This design comes from an exercise in tuning for small area and a short achievable clock period on the open sky130 flow, not from production work.
Only simulation tests tie the RTL to the original design; equivalence was not proved.
Power is estimated from default activity; no workload was simulated.

Design cpu, start of the top module:
module cpu(
    input  wire        clk,
    input  wire        reset,
    output wire [31:0] mem_addr,
    output wire        mem_wr,
    output wire [31:0] mem_wdata,
    input  wire [31:0] mem_rdata,
    output wire        reg_we,
    output wire [4:0]  reg_waddr,
    output wire [31:0] reg_wdata
);
    reg [31:0] PC;                          
    reg [31:0] EPC, HI, LO;                 
    reg        epc_v, hilo_v;
    reg        reset_q;                     
    reg [31:0] IR, A, B, ALUOut;            
    wire [5:0]  op_f  = IR[31:26];
    wire [4:0]  rs    = IR[25:21];
    wire [4:0]  rt    = IR[20:16];
    wire [15:0] imm   = IR[15:0];
    wire c_a_ld, c_a_clr, c_b_clr, c_pcw, c_irw, c_sa, c_aow, c_epcw, c_br;
    wire [2:0] c_pcs, c_sb;
    wire [1:0] c_op, c_bop;
    wire [2:0] n_iord, n_m2r;
    wire [1:0] n_ea, n_rdst;
    wire n_rw, n_mw;
    wire st_decode2, nx_decode2;
    wire overflow;
    UC UC_(
        .clk(clk), .reset_q(reset_q), .Opcode(op_f), .Funct(IR[5:0]),
        .bzero(B == 32'd0), .overflow(overflow), .st_decode2(st_decode2), .nx_decode2(nx_decode2),
  ...
Size: ~5200 cells after synthesis, about 140 I/O pins, ~0.067 mm^2 of cells after synthesis.
Settings: LEC_CHECK=0, CAP_MARGIN=35, CORE_MARGIN=2, CORE_UTILIZATION=40, CTS_CLUSTER_DIAMETER=100, CTS_CLUSTER_SIZE=20, SLEW_MARGIN=35, BUFFER_PORTS_ARGS=-buffer_cell sky130_fd_sc_hd__buf_2, SETUP_SLACK_MARGIN=59.5; clock period 76.0 ns.
standard.sh (not shown) runs the stock make flow with config.mk's settings and CLKGATE_MAP_FILE= SYNTH_SCRIPT=/design/flow/synth_recipe.tcl, a recipe that flattens the netlist after the stock synthesis.
==> flow/flow/run.sh <==
#!/bin/bash
# Layout flow: the standard layout (standard.sh: unchanged synthesis,
# floorplan, power grid, placement, CTS and routing), plus:
#  - after the standard synthesis, the combinational logic outside the fan-in
#    cone of the HI/LO registers (the timing-critical divider) is re-mapped by
#    ABC for area (remap.ys, remap.abc). Flip-flops keep their cells and names.
#    If that step fails, the standard netlist is used as it is.
#  - the port buffers that placement inserts on every input and output are
#    plain buffers (buf_2);
#  - the resizer's setup margin asks repair_timing to keep working on paths
#    until they would meet a shorter period (the SDC and clock are unchanged).
# Each tool writes its output to a log of its own in this folder (and ORFS to
# its logs in orfs/logs).
set -euo pipefail
MARGIN=59.5
{
  echo 'export BUFFER_PORTS_ARGS = -buffer_cell sky130_fd_sc_hd__buf_2'
  echo "export SETUP_SLACK_MARGIN = ${MARGIN}"
} >> config.mk
bash standard.sh synth > standard_synth.log 2>&1

RES=orfs/results/${FLOW_PLATFORM}/cpu/base
LIB=${FLOW_HOME}/platforms/${FLOW_PLATFORM}/lib/sky130_fd_sc_hd__tt_025C_1v80.lib
remap() {
  : > remap_keep.txt
  sed -e "s#@LIB@#$LIB#g; s#@NET@#$RES/1_2_yosys.v#; s#@TOP@#${FLOW_TOP}#g; s#@KEEP@#remap_keep.txt#g; s#@ABC@#flow/remap.abc#; s#@OUT@#remap_out.v#" \
    flow/remap.ys > remap_run.ys || return 1
  yosys -l remap_yosys.log -s remap_run.ys > /dev/null 2>&1 || return 1
  [ -s remap_out.v ] && grep -q "^module ${FLOW_TOP}(" remap_out.v || return 1
  # the same flip-flops, by name and cell, as the standard netlist
  grep -oE "sky130_fd_sc_hd__e?df[a-z0-9_]* [^ ]+" "$RES/1_2_yosys.v" | sort > remap_ff_std.txt
  grep -oE "sky130_fd_sc_hd__e?df[a-z0-9_]* [^ ]+" remap_out.v | sort > remap_ff_new.txt
  cmp -s remap_ff_std.txt remap_ff_new.txt || return 1
  cp "$RES/1_2_yosys.v" standard_1_2_yosys.v
  cp remap_out.v "$RES/1_2_yosys.v"
  rm -f "$RES/1_synth.odb" "$RES/1_synth.sdc"
}
if remap; then echo "remap: used" > remap_status.txt; else echo "remap: not used" > remap_status.txt; fi
bash standard.sh > standard_layout.log 2>&1
Other scripts of this flow, unchanged in this note and not shown: flow/flow/cone.py, flow/flow/remap.abc, flow/flow/remap.ys
The baseline completed without violations.
Next try:
--- a/flow/config.mk
+++ b/flow/config.mk
@@ -7,2 +7,3 @@
 export LEC_CHECK = 0
+export ABC_AREA = 1
 export CAP_MARGIN = 35
@@ -11,3 +12,3 @@
 export CTS_CLUSTER_DIAMETER = 100
-export CTS_CLUSTER_SIZE = 20
+export CTS_CLUSTER_SIZE = 25
 export SLEW_MARGIN = 35
Effect:
- routed wire length is higher by 1.0%
- sequential share of layout area is higher by 0.35 points
- clock skew is lower by 0.066 ns
- non-clock buffer count is lower by 24
- cell area is lower by 0.63%
- via count is lower by 0.60%
- final cell count hardly moves
- register-to-register slack loses 0.03 ns
- worst hold slack hardly moves
- maximum frequency is about the same
- clock-buffer cell count is lower by 26
Next try:
--- a/flow/config.mk
+++ b/flow/config.mk
@@ -7,6 +7,5 @@
 export LEC_CHECK = 0
-export ABC_AREA = 1
 export CAP_MARGIN = 35
 export CORE_MARGIN = 2
-export CORE_UTILIZATION = 40
+export CORE_UTILIZATION = 60
 export CTS_CLUSTER_DIAMETER = 100
After rerunning:
- The changed run finished clean
- area after synthesis barely changes
- synthesized cell count drops slightly
- via count goes up slightly


== v6 ==
Starting RTL as in the previous note.
export LEC_CHECK = 0
export CAP_MARGIN = 35
export CORE_MARGIN = 2
export CORE_UTILIZATION = 40
export CTS_CLUSTER_DIAMETER = 100
export CTS_CLUSTER_SIZE = 20
export SLEW_MARGIN = 35
export BUFFER_PORTS_ARGS = -buffer_cell sky130_fd_sc_hd__buf_2
export SETUP_SLACK_MARGIN = 59.5
create_clock -name core_clock -period 76.0 [get_ports {clk}]
==> flow/flow/run.sh <==
#!/bin/bash
# Layout flow: the standard layout (standard.sh: unchanged synthesis,
# floorplan, power grid, placement, CTS and routing), plus:
#  - after the standard synthesis, the combinational logic is re-mapped by ABC
#    for area (remap.ys, remap.abc). Flip-flops, adder cells and tie cells keep
#    their cells and names; the step checks that the flip-flops are the same
#    and, if anything fails, the standard netlist is used as it is.
#  - the port buffers that placement inserts on every input and output are
#    plain buffers (buf_2);
#  - the resizer's setup margin asks repair_timing to keep working on paths
#    until they would meet a shorter period (the SDC and clock are unchanged).
# Each tool writes its output to a log of its own in this folder (and ORFS to
# its logs in orfs/logs).
set -euo pipefail
MARGIN=59.5
{
  echo 'export BUFFER_PORTS_ARGS = -buffer_cell sky130_fd_sc_hd__buf_2'
  echo "export SETUP_SLACK_MARGIN = ${MARGIN}"
} >> config.mk
bash standard.sh synth > standard_synth.log 2>&1

RES=orfs/results/${FLOW_PLATFORM}/cpu/base
LIB=${FLOW_HOME}/platforms/${FLOW_PLATFORM}/lib/sky130_fd_sc_hd__tt_025C_1v80.lib
remap() {
  : > remap_keep.txt
  sed -e "s#@LIB@#$LIB#g; s#@NET@#$RES/1_2_yosys.v#; s#@TOP@#${FLOW_TOP}#g; s#@KEEP@#remap_keep.txt#g; s#@ABC@#flow/remap.abc#; s#@OUT@#remap_out.v#" \
    flow/remap.ys > remap_run.ys || return 1
  yosys -l remap_yosys.log -s remap_run.ys > /dev/null 2>&1 || return 1
  [ -s remap_out.v ] && grep -q "^module ${FLOW_TOP}(" remap_out.v || return 1
  # the same flip-flops, by name and cell, as the standard netlist
  grep -oE "sky130_fd_sc_hd__e?df[a-z0-9_]* [^ ]+" "$RES/1_2_yosys.v" | sort > remap_ff_std.txt
  grep -oE "sky130_fd_sc_hd__e?df[a-z0-9_]* [^ ]+" remap_out.v | sort > remap_ff_new.txt
  cmp -s remap_ff_std.txt remap_ff_new.txt || return 1
  cp "$RES/1_2_yosys.v" standard_1_2_yosys.v
  cp remap_out.v "$RES/1_2_yosys.v"
  rm -f "$RES/1_synth.odb" "$RES/1_synth.sdc"
}
if remap; then echo "remap: used" > remap_status.txt; else echo "remap: not used" > remap_status.txt; fi
bash standard.sh > standard_layout.log 2>&1
Other scripts of this flow, unchanged in this note and not shown: flow/flow/remap.abc, flow/flow/remap.ys
No stage failed in v6, and the final checks on the layout all came back clean.
Input-level comparison between v7 and v6:
diff --git a/flow/config.mk b/flow/config.mk
--- a/flow/config.mk
+++ b/flow/config.mk
@@ -12 +12 @@
-export CTS_CLUSTER_SIZE = 20
+export CTS_CLUSTER_SIZE = 25
==> comparison <==
Diff v6..v7 | met2 capacity usage during global routing | negligible. Against v6, number of clock buffers inserted by TritonCTS in v7 fell by more than 10%. Overall global routing resource usage: v6 vs v7 — no meaningful difference. When v7 is measured against v6, its total power consumption of the routed design turns out 46 uW lower. [diff] cell area, v7 relative to v6: improvement. On count of clock-buffer cells in the layout: between v6 and v7, it ends up higher for v6. Compared v7 vs v6, and minimum setup slack in the final design is up in v7. Relative to v6, the clock skew of v7 is lower by 28 ps. [v7] layout overhead on the synthesized area fell 0.64 points relative to v6. Between v6 and v7, the routed wire length does not differ in any meaningful way. For portion of the layout cell area used by non-clock buffers, v6 and v7 come out practically identical.

afterwards: timing with drivers on the ports:
The results above use ideal ports. As a check the final layouts listed here were re-extracted and re-timed, cells and wires unchanged. Step 1: set_driving_cell puts a clkbuf_16 on clk and a buf_2 on each other input, an assumption about the parent block. Step 2 adds t to the input delays and takes it off the output delays; t is the mean of the earliest and latest rising clock arrival at the registers after step 1. Input paths then give back, and output paths get back, about the clock's delay inside the block. a / b / c = ideal / step 1 / step 2; a / b = the first two.
| run | shift t [ns] | setup slack, ns | worst data-port slew with drivers (ns) |
|---|---|---|---|
| the first run of note 1 | 0.833 | 59.535 / 59.460 / 59.341 | 0.05 |
| the second run of note 1 | 0.814 | 59.569 / 59.493 / 59.220 | 0.06 |
| the third run of note 1 | 0.793 | 59.524 / 59.443 / 59.259 | 0.04 |
| v6 | 0.833 | 59.535 / 59.460 / 59.341 | 0.05 |
| v7 | 0.810 | 59.550 / 59.476 / 59.346 | 0.06 |
After both steps setup and hold are still met in every run listed. The setup slack of the second run of note 1, which loses most, moves by -0.076 ns with the drivers and by -0.349 ns with both steps.
